From an optimization exercise on the open Yosys and OpenROAD flow, aimed at small area and a short achievable clock period; shortcuts taken in it are not production practice.
RTL that was checked went through simulation tests only; none was proved equivalent to the original.
Power is estimated from default activity; no workload was simulated.

// pipeline_sum
module pipeline_sum (
    input clk,
    input [15:0] a, b,
    output [31:0] r
);
clock: 36.0 ns
lec_check: 0
abc_area: 1
cap_margin: 20
core_margin: 2
core_utilization: 40
slew_margin: 20
run.sh (not shown) runs the stock make flow with config.mk's settings and CLKGATE_MAP_FILE= SYNTH_SCRIPT=/design/flow/synth_recipe.tcl, a recipe that flattens the netlist after the stock synthesis.
The starting point produced a clean layout.
Change:
- CORE_UTILIZATION: 40 -> 65
After rerunning:
- clock skew decreases by 0.0042 ns
- routed wire length decreases by about 2.4%
- global-route usage increases by 10 points
- setup slack loses 0.44 ns
- cell area decreases by 1.0%
- fmax decreases by about 4%
Change:
- CORE_UTILIZATION: 65 -> 55
- CTS_BUF_LIST: not set -> sky130_fd_sc_hd__clkbuf_8
What happened: The changed run passed the timing, DRC and antenna checks; first-iteration DRC count shrinks by 46%; worst hold slack is better by 0.0049 ns; setup slack improves by 0.49 ns; area after synthesis does not change; total power decreases by 10%.

========
== north ==
Another version of the RTL of pipeline_sum (not shown whole).
For scale: roughly 110 flip-flops, ~65 I/O pins, ~11000 µm² of cells after synthesis.
Settings: LEC_CHECK=0, ABC_AREA=1, CAP_MARGIN=20, CORE_MARGIN=2, CORE_UTILIZATION=55, SLEW_MARGIN=20; clock period 36.0 ns.
standard.sh (not shown) runs the stock make flow with config.mk's settings and CLKGATE_MAP_FILE= SYNTH_SCRIPT=/design/flow/synth_recipe.tcl, a recipe that flattens the netlist after the stock synthesis.
==> flow/flow/run.sh <==
#!/bin/bash
set -euo pipefail
MARGIN=25.5
PLAT="$FLOW_HOME/platforms/sky130hd/config.mk"
BASE=$(sed -n '/^export DONT_USE_CELLS += /,/^#/p' "$PLAT" | grep -o 'sky130_fd_sc_hd__[a-z0-9_]*' | tr '\n' ' ')
EXTRA=""
for c in xor3_1 xor3_2 xor3_4 xnor3_1 xnor3_2 xnor3_4 maj3_1 maj3_2 maj3_4 fa_1 fa_2 fa_4 fah_1 fahcin_1 fahcon_1 ha_1 ha_2 ha_4; do
  EXTRA="$EXTRA sky130_fd_sc_hd__$c"
done
bash standard.sh SETUP_SLACK_MARGIN=$MARGIN SETUP_MOVE_SEQUENCE=sizeup,swap SKIP_GATE_CLONING=1 \
  "BUFFER_PORTS_ARGS=-buffer_cell sky130_fd_sc_hd__buf_1" \
  "DONT_USE_CELLS=$BASE$EXTRA" finish > make_finish.log 2>&1
north: full flow OK, the timing, DRC and antenna checks passed
> inputs changed (north -> south)
Settings: CORE_UTILIZATION: 55 -> 60.
Results
As far as deepest clock path buffer count goes, north and south are indistinguishable; the numbers are identical.
As far as post-synthesis share of cell area spent on xor and xnor gates goes, south and north are indistinguishable; the numbers are identical.
The core of south is more densely filled than that of north.
Relative to north, non-clock buffer count has gone down in south.
Fmax went up slightly going from north to south.
Relative to north, overall die width has gone down in south.
Measured against south, the die area of north comes out at 1.09 times the reference value.
When the final numbers for south and north were put side by side, the wire length turned out to be greater in south.
Looking at south and north, the internal power is a wash.
Comparing north with south, the worst hold slack after final layout came out essentially unchanged.
Looking at critical path startpoint, the b[12] result is from north; the b[4] one comes from south.
[inputs] east vs south
Settings: swapping 60 for 55 in CORE_UTILIZATION.
Notes after the runs:
- Any difference in sequential power between south and east is small enough to ignore.
- east against south; routed length on met3 is up by more than a quarter.
- east vs. south: final standard cell area without fillers higher, cell internal power dissipation roughly the same.
Setup changes, east to west
Settings: CTS_BUF_LIST newly set to sky130_fd_sc_hd__clkbuf_8 sky130_fd_sc_hd__clkbuf_16.
diff --git a/flow/flow/run.sh b/flow/flow/run.sh
--- a/flow/flow/run.sh
+++ b/flow/flow/run.sh
@@ -5,5 +5,5 @@
 BASE=$(sed -n '/^export DONT_USE_CELLS += /,/^#/p' "$PLAT" | grep -o 'sky130_fd_sc_hd__[a-z0-9_]*' | tr '\n' ' ')
 EXTRA=""
-for c in xor3_1 xor3_2 xor3_4 xnor3_1 xnor3_2 xnor3_4 maj3_1 maj3_2 maj3_4 fa_1 fa_2 fa_4 fah_1 fahcin_1 fahcon_1 ha_1 ha_2 ha_4; do
+for c in  maj3_1 maj3_2 maj3_4 fa_1 fa_2 fa_4 fah_1 fahcin_1 fahcon_1 ha_1 ha_2 ha_4; do
   EXTRA="$EXTRA sky130_fd_sc_hd__$c"
 done
==> run notes <==
east → west: clock share of power has decreased, basic-gate share of the synthesized area counting and, or, nand and nor cells now larger.
The synthesized area was comparable across west and east.
In west relative to east, final wirelength had gone down slightly.

========
pipeline_sum, a different RTL version from the one above (not shown whole).
Size in the first run: roughly 1800 cells after synthesis, roughly 110 flip-flops, about 65 I/O pins.
==> flow/config.mk <==
export PLATFORM = sky130hd
export DESIGN_NAME = pipeline_sum
export DESIGN_NICKNAME = pipeline_sum
export VERILOG_FILES = /design/flow/design.v
export SDC_FILE = /design/flow/constraint.sdc
export NUM_CORES = 4
export LEC_CHECK = 0
export ABC_AREA = 1
export CAP_MARGIN = 20
export CORE_MARGIN = 2
export CORE_UTILIZATION = 55
export SLEW_MARGIN = 20
==> flow/constraint.sdc <==
create_clock -name core_clock -period 36.0 [get_ports {clk}]
set_input_delay 7.2000 -clock core_clock [delete_from_list [all_inputs] [get_ports {clk}]]
set_output_delay 7.2000 -clock core_clock [all_outputs]
set_load 0.01 [all_outputs]
==> flow/flow/run.sh <==
#!/bin/bash
set -euo pipefail
MARGIN=25.5
PLAT="$FLOW_HOME/platforms/sky130hd/config.mk"
BASE=$(sed -n '/^export DONT_USE_CELLS += /,/^#/p' "$PLAT" | grep -o 'sky130_fd_sc_hd__[a-z0-9_]*' | tr '\n' ' ')
EXTRA=""
for c in maj3_1 maj3_2 maj3_4 fa_1 fa_2 fa_4 fah_1 fahcin_1 fahcon_1 ha_1 ha_2 ha_4; do
  EXTRA="$EXTRA sky130_fd_sc_hd__$c"
done
bash standard.sh SETUP_SLACK_MARGIN=$MARGIN SETUP_MOVE_SEQUENCE=sizeup,swap SKIP_GATE_CLONING=1 \
  "BUFFER_PORTS_ARGS=-buffer_cell sky130_fd_sc_hd__buf_1" \
  "DONT_USE_CELLS=$BASE$EXTRA" finish > make_finish.log 2>&1
Rerun with:
--- a/flow/flow/run.sh
+++ b/flow/flow/run.sh
@@ -6,3 +6,3 @@
 EXTRA=""
-for c in maj3_1 maj3_2 maj3_4 fa_1 fa_2 fa_4 fah_1 fahcin_1 fahcon_1 ha_1 ha_2 ha_4; do
+for c in xor3_1 xor3_2 xor3_4 xnor3_1 xnor3_2 xnor3_4 maj3_1 maj3_2 maj3_4 fa_1 fa_2 fa_4 fah_1 fahcin_1 fahcon_1 ha_1 ha_2 ha_4; do
   EXTRA="$EXTRA sky130_fd_sc_hd__$c"
Result: The new run finished clean; clock-buffer cell count came out lower by 1; design area came out higher by 0.67%; routed wire length came out higher by 4.0%; clock skew came out higher by 0.0044 ns; worst hold slack stays flat; fmax hardly moves; die area came out lower by 0.71%; clock power hardly moves; setup slack loses 0.016 ns.
No run of this note included a check of the RTL's function; only the layout flow was run.

========
RTL: one of the versions met above, not the one the previous note started from.
Size: ~110 flip-flops, ~65 I/O pins, ~11000 um2 of cells after synthesis.
Settings: LEC_CHECK=0, ABC_AREA=1, CAP_MARGIN=20, CORE_MARGIN=2, CORE_UTILIZATION=55, SLEW_MARGIN=20; clock period 36.0 ns.
==> flow/flow/run.sh <==
#!/bin/bash
set -euo pipefail
MARGIN=26
PLAT="$FLOW_HOME/platforms/sky130hd/config.mk"
BASE=$(sed -n '/^export DONT_USE_CELLS += /,/^#/p' "$PLAT" | grep -o 'sky130_fd_sc_hd__[a-z0-9_]*' | tr '\n' ' ')
EXTRA=""
for c in maj3_1 maj3_2 maj3_4 fa_1 fa_2 fa_4 fah_1 fahcin_1 fahcon_1 ha_1 ha_2 ha_4; do
  EXTRA="$EXTRA sky130_fd_sc_hd__$c"
done
bash standard.sh SETUP_SLACK_MARGIN=$MARGIN SETUP_MOVE_SEQUENCE=sizeup,swap SKIP_GATE_CLONING=1 \
  "BUFFER_PORTS_ARGS=-buffer_cell sky130_fd_sc_hd__buf_1" \
  "DONT_USE_CELLS=$BASE$EXTRA" finish > make_finish.log 2>&1
The first run completed with no timing, DRC or antenna violations.
==> next run, changes <==
--- a/flow/flow/run.sh
+++ b/flow/flow/run.sh
@@ -1,5 +1,5 @@
 #!/bin/bash
 set -euo pipefail
-MARGIN=26
+MARGIN=25.5
 PLAT="$FLOW_HOME/platforms/sky130hd/config.mk"
 BASE=$(sed -n '/^export DONT_USE_CELLS += /,/^#/p' "$PLAT" | grep -o 'sky130_fd_sc_hd__[a-z0-9_]*' | tr '\n' ' ')
After rerunning:
- The changed run went through all stages and came out clean
- sequential share of layout area is higher by 0.14 points
- clock power stays flat
- total power is lower by about 0.5%

========
Another version of the RTL of pipeline_sum (not shown whole).
Size: about 1700 cells after synthesis, roughly 110 flip-flops, about 65 I/O pins, ~12000 sq um of cells after synthesis.
// pipeline_sum
module pipeline_sum (
    input clk,
    input [15:0] a, b,
    output [31:0] r
);
export LEC_CHECK = 0
export ABC_AREA = 1
export CAP_MARGIN = 20
export CORE_MARGIN = 2
export CORE_UTILIZATION = 55
export SLEW_MARGIN = 20
create_clock -name core_clock -period 36.0 [get_ports {clk}]
==> flow/flow/run.sh <==
#!/bin/bash
set -euo pipefail
MARGIN=25
bash standard.sh SETUP_SLACK_MARGIN=$MARGIN SETUP_MOVE_SEQUENCE=sizeup,swap SKIP_GATE_CLONING=1 \
  "BUFFER_PORTS_ARGS=-buffer_cell sky130_fd_sc_hd__buf_1" finish > make_finish.log 2>&1
The baseline produced a clean layout.
Next try:
==> flow/flow/run.sh (replaced) <==
#!/bin/bash
set -euo pipefail
MARGIN=25.5
PLAT="$FLOW_HOME/platforms/sky130hd/config.mk"
BASE=$(sed -n '/^export DONT_USE_CELLS += /,/^#/p' "$PLAT" | grep -o 'sky130_fd_sc_hd__[a-z0-9_]*' | tr '\n' ' ')
EXTRA=""
for c in maj3_1 maj3_2 maj3_4 fa_1 fa_2 fa_4 fah_1 fahcin_1 fahcon_1 ha_1 ha_2 ha_4; do
  EXTRA="$EXTRA sky130_fd_sc_hd__$c"
done
bash standard.sh SETUP_SLACK_MARGIN=$MARGIN SETUP_MOVE_SEQUENCE=sizeup,swap SKIP_GATE_CLONING=1 \
  "BUFFER_PORTS_ARGS=-buffer_cell sky130_fd_sc_hd__buf_1" \
  "DONT_USE_CELLS=$BASE$EXTRA" finish > make_finish.log 2>&1
The new run finished clean.
Synthesized area shrinks by 3.1%.
Total power shrinks by 3.2%.
Global-route usage grows by 2.1 points.
Count of clock-buffer cells in the layout shrinks by 1.
Non-clock buffer count grows by 3.
Cell area shrinks by 1.3%.
Critical path depth shrinks by 2.

## static timing again, ports no longer ideal
No port has a modelled driver above. Below, the same layouts with a new extraction and two added sets of constraints.
Step 1 sets driving cells, clkbuf_16 on the clock port and buf_2 on the other inputs (assumed; they add their load-dependent delay and slew).
Step 2, shift: input delay + t, output delay - t, t = (earliest + latest rising clock arrival at the registers) / 2. This alone moves slack from input paths to output paths.
Three values: no drivers, after step 1, after step 2; two values: the first two.
run	t, ns	slack for setup (ns)	hold WS [ns]	slew at the worst register clock pin (ns)
the first run of note 1	0.469	24.937 / 24.937 / 24.937	0.326 / 0.326 / 0.326	0.06 / 0.06
the second run of note 1	0.467	24.500 / 24.500 / 24.500	0.326 / 0.326 / 0.326	0.06 / 0.06
the third run of note 1	0.494	24.986 / 24.986 / 24.986	0.331 / 0.331 / 0.331	0.09 / 0.09
north	0.406	26.535 / 26.564 / 26.158	0.333 / 0.333 / 0.333	0.09 / 0.09
south	0.413	26.566 / 26.569 / 26.183	0.332 / 0.332 / 0.332	0.10 / 0.10
east	0.406	26.535 / 26.564 / 26.158	0.333 / 0.333 / 0.333	0.09 / 0.09
west	0.401	26.584 / 26.609 / 26.208	0.332 / 0.332 / 0.332	0.09 / 0.09
the first run of note 3	0.399	26.324 / 26.347 / 25.948	0.330 / 0.330 / 0.330	0.08 / 0.08
the second run of note 3	0.405	26.308 / 26.333 / 25.927	0.332 / 0.332 / 0.332	0.09 / 0.09
the first run of note 4	0.402	26.588 / 26.614 / 26.211	0.332 / 0.332 / 0.332	0.09 / 0.09
the second run of note 4	0.401	26.584 / 26.609 / 26.208	0.332 / 0.332 / 0.332	0.09 / 0.09
the first run of note 5	0.400	26.010 / 26.033 / 25.636	0.330 / 0.330 / 0.330	0.08 / 0.08
the second run of note 5	0.412	26.210 / 26.161 / 26.250	0.330 / 0.330 / 0.330	0.09 / 0.09
After both steps setup and hold are still met in every run listed. For south, which loses most, drivers alone change the setup slack by +0.003 ns; drivers and shift together by -0.383 ns.
